Source: an optimization exercise on an open RTL-to-GDS flow (aim: small area). Production flows keep margins and buffers that such runs may drop.
The RTL was checked by simulation tests, not by an equivalence proof against the original design.

Design CC, start of the top module:
module CC(
           clk,
           rst_n,
           in_valid,
           mode,
           xi,
           yi,
           out_valid,
           xo,
           yo
       );
==> flow/config.mk <==
export PLATFORM = sky130hd
export DESIGN_NAME = CC
export DESIGN_NICKNAME = CC
export VERILOG_FILES = /design/flow/design.v
export SDC_FILE = /design/flow/constraint.sdc
export NUM_CORES = 4
export LEC_CHECK = 0
export CAP_MARGIN = 20
export CORE_MARGIN = 2
export CORE_UTILIZATION = 40
export CTS_BUF_LIST = sky130_fd_sc_hd__clkbuf_8
export PLACE_DENSITY = 0.6
export SLEW_MARGIN = 20
==> flow/constraint.sdc <==
create_clock -name core_clock -period 50.0 [get_ports {clk}]
set_input_delay 10.0000 -clock core_clock [delete_from_list [all_inputs] [get_ports {clk}]]
set_output_delay 10.0000 -clock core_clock [all_outputs]
set_load 0.01 [all_outputs]
standard.sh (not shown) runs the stock make flow with config.mk's settings and CLKGATE_MAP_FILE= SYNTH_SCRIPT=/design/flow/synth_recipe.tcl, a recipe that flattens the netlist after the stock synthesis.
==> flow/flow/run.sh <==
#!/bin/bash
export CTS_ARGS="-sink_clustering_enable -repair_clock_nets -dont_use_dummy_load -buf_list sky130_fd_sc_hd__clkbuf_8"
export BUFFER_PORTS_ARGS="-buffer_cell sky130_fd_sc_hd__buf_1"
bash standard.sh > standard.log 2>&1
The baseline went through all stages and came out clean.
Change:
==> flow/flow/run.sh (replaced) <==
#!/bin/bash
export CTS_ARGS="-sink_clustering_enable -repair_clock_nets -dont_use_dummy_load -buf_list {sky130_fd_sc_hd__clkbuf_4 sky130_fd_sc_hd__clkbuf_8}"
export BUFFER_PORTS_ARGS="-buffer_cell sky130_fd_sc_hd__buf_1"
bash standard.sh > standard.log 2>&1
The changed run passed the timing, design-rule and antenna checks.
Count of clock-buffer cells in the layout is unchanged.
Setup slack is unchanged.
Utilization is unchanged.
Area after synthesis is unchanged.
Change:
==> flow/flow/run.sh (replaced) <==
#!/bin/bash
export CTS_ARGS="-sink_clustering_enable -repair_clock_nets -dont_use_dummy_load -buf_list sky130_fd_sc_hd__clkbuf_16 -sink_buffer_max_cap_derate 2.0"
export BUFFER_PORTS_ARGS="-buffer_cell sky130_fd_sc_hd__buf_1"
bash standard.sh > standard.log 2>&1
The new run stopped in 4_1_cts (CTS-0109).
Synthesized cell count is unchanged.
Area after synthesis does not change.
Change:
==> flow/flow/run.sh (replaced) <==
#!/bin/bash
export CTS_ARGS="-sink_clustering_enable -repair_clock_nets -dont_use_dummy_load -buf_list sky130_fd_sc_hd__clkbuf_8 -sink_clustering_size 24 -sink_clustering_max_diameter 80 -sink_clustering_levels 1"
export BUFFER_PORTS_ARGS="-buffer_cell sky130_fd_sc_hd__buf_1"
bash standard.sh > standard.log 2>&1
Effect: Now the flow finished with timing, DRC and antenna clean. Synthesized area stays the same. Synthesized cell count does not change.


CC again, from the RTL that the note above started with.
==> flow/config.mk <==
export PLATFORM = sky130hd
export DESIGN_NAME = CC
export DESIGN_NICKNAME = CC
export VERILOG_FILES = /design/flow/design.v
export SDC_FILE = /design/flow/constraint.sdc
export NUM_CORES = 4
export LEC_CHECK = 0
export CAP_MARGIN = 20
export CORE_MARGIN = 2
export CORE_UTILIZATION = 40
export CTS_BUF_LIST = sky130_fd_sc_hd__clkbuf_8
export GPL_ROUTABILITY_DRIVEN = 0
export PLACE_DENSITY = 0.6
export SLEW_MARGIN = 20
==> flow/constraint.sdc <==
create_clock -name core_clock -period 50.0 [get_ports {clk}]
set_input_delay 10.0000 -clock core_clock [delete_from_list [all_inputs] [get_ports {clk}]]
set_output_delay 10.0000 -clock core_clock [all_outputs]
set_load 0.01 [all_outputs]
==> flow/flow/run.sh <==
#!/bin/bash
export CTS_ARGS="-sink_clustering_enable -repair_clock_nets -dont_use_dummy_load -buf_list sky130_fd_sc_hd__clkbuf_8"
export BUFFER_PORTS_ARGS="-buffer_cell sky130_fd_sc_hd__buf_1"
bash standard.sh > standard.log 2>&1
Next try:
==> flow/flow/run.sh (replaced) <==
#!/bin/bash
export CTS_ARGS="-sink_clustering_enable -repair_clock_nets -dont_use_dummy_load -buf_list sky130_fd_sc_hd__clkbuf_8 -sink_buffer_max_cap_derate 2.0"
export BUFFER_PORTS_ARGS="-buffer_cell sky130_fd_sc_hd__buf_1"
bash standard.sh > standard.log 2>&1
GPL_ROUTABILITY_DRIVEN = unset   (was 0)
After rerunning: This time the run died in clock tree synthesis, error CTS-0109. Synthesized cell count is unchanged. Area after synthesis does not change.
Next try:
==> flow/run.sh (new file) <==
#!/bin/bash
# synth_recipe.tcl (not shown) runs the flow's synth.tcl, then flattens the netlist and writes it again
# the make line also repeats each setting of config.mk as NAME=value (left out here)
make -C /OpenROAD-flow-scripts/flow DESIGN_CONFIG=/design/flow/config.mk WORK_HOME=/design/flow/orfs CLKGATE_MAP_FILE= SYNTH_SCRIPT=/design/flow/synth_recipe.tcl finish
removed: flow/flow/run.sh
removed: flow/standard.sh
Result: This time the run completed without violations; synthesized area stays the same; synthesized cell count is unchanged.

## re-timing with driven ports
Ports are ideal in the flow. The routed layouts listed here were re-timed in OpenROAD.
Step 1 (the two cells are an assumption about what drives the block):
set clk [get_ports {clk}]
set_driving_cell -lib_cell sky130_fd_sc_hd__clkbuf_16 $clk
set_driving_cell -lib_cell sky130_fd_sc_hd__buf_2 [delete_from_list [all_inputs] $clk]
Step 2 times the ports against the registers' clock, not the clock port: input delays grow and output delays shrink by t, the midpoint of the rising clock arrivals with the driver on.
a / b / c = ideal / step 1 / step 2; a / b = the first two.
run	t, ns	setup WS [ns]	hold WS [ns]
the first run of note 1	0.495	31.216 / 31.240 / 30.744	0.461 / 0.461 / 0.461
the second run of note 1	0.495	31.216 / 31.240 / 30.744	0.461 / 0.461 / 0.461
the fourth run of note 1	0.495	31.216 / 31.240 / 30.744	0.461 / 0.461 / 0.461
the first run of note 2	0.506	30.369 / 30.391 / 29.885	0.457 / 0.457 / 0.457
the third run of note 2	0.513	30.882 / 30.904 / 30.391	0.466 / 0.466 / 0.466
After both steps every run listed still meets setup and hold. For the third run of note 2, which loses most, drivers alone change the setup slack by +0.022 ns; drivers and shift together by -0.491 ns.
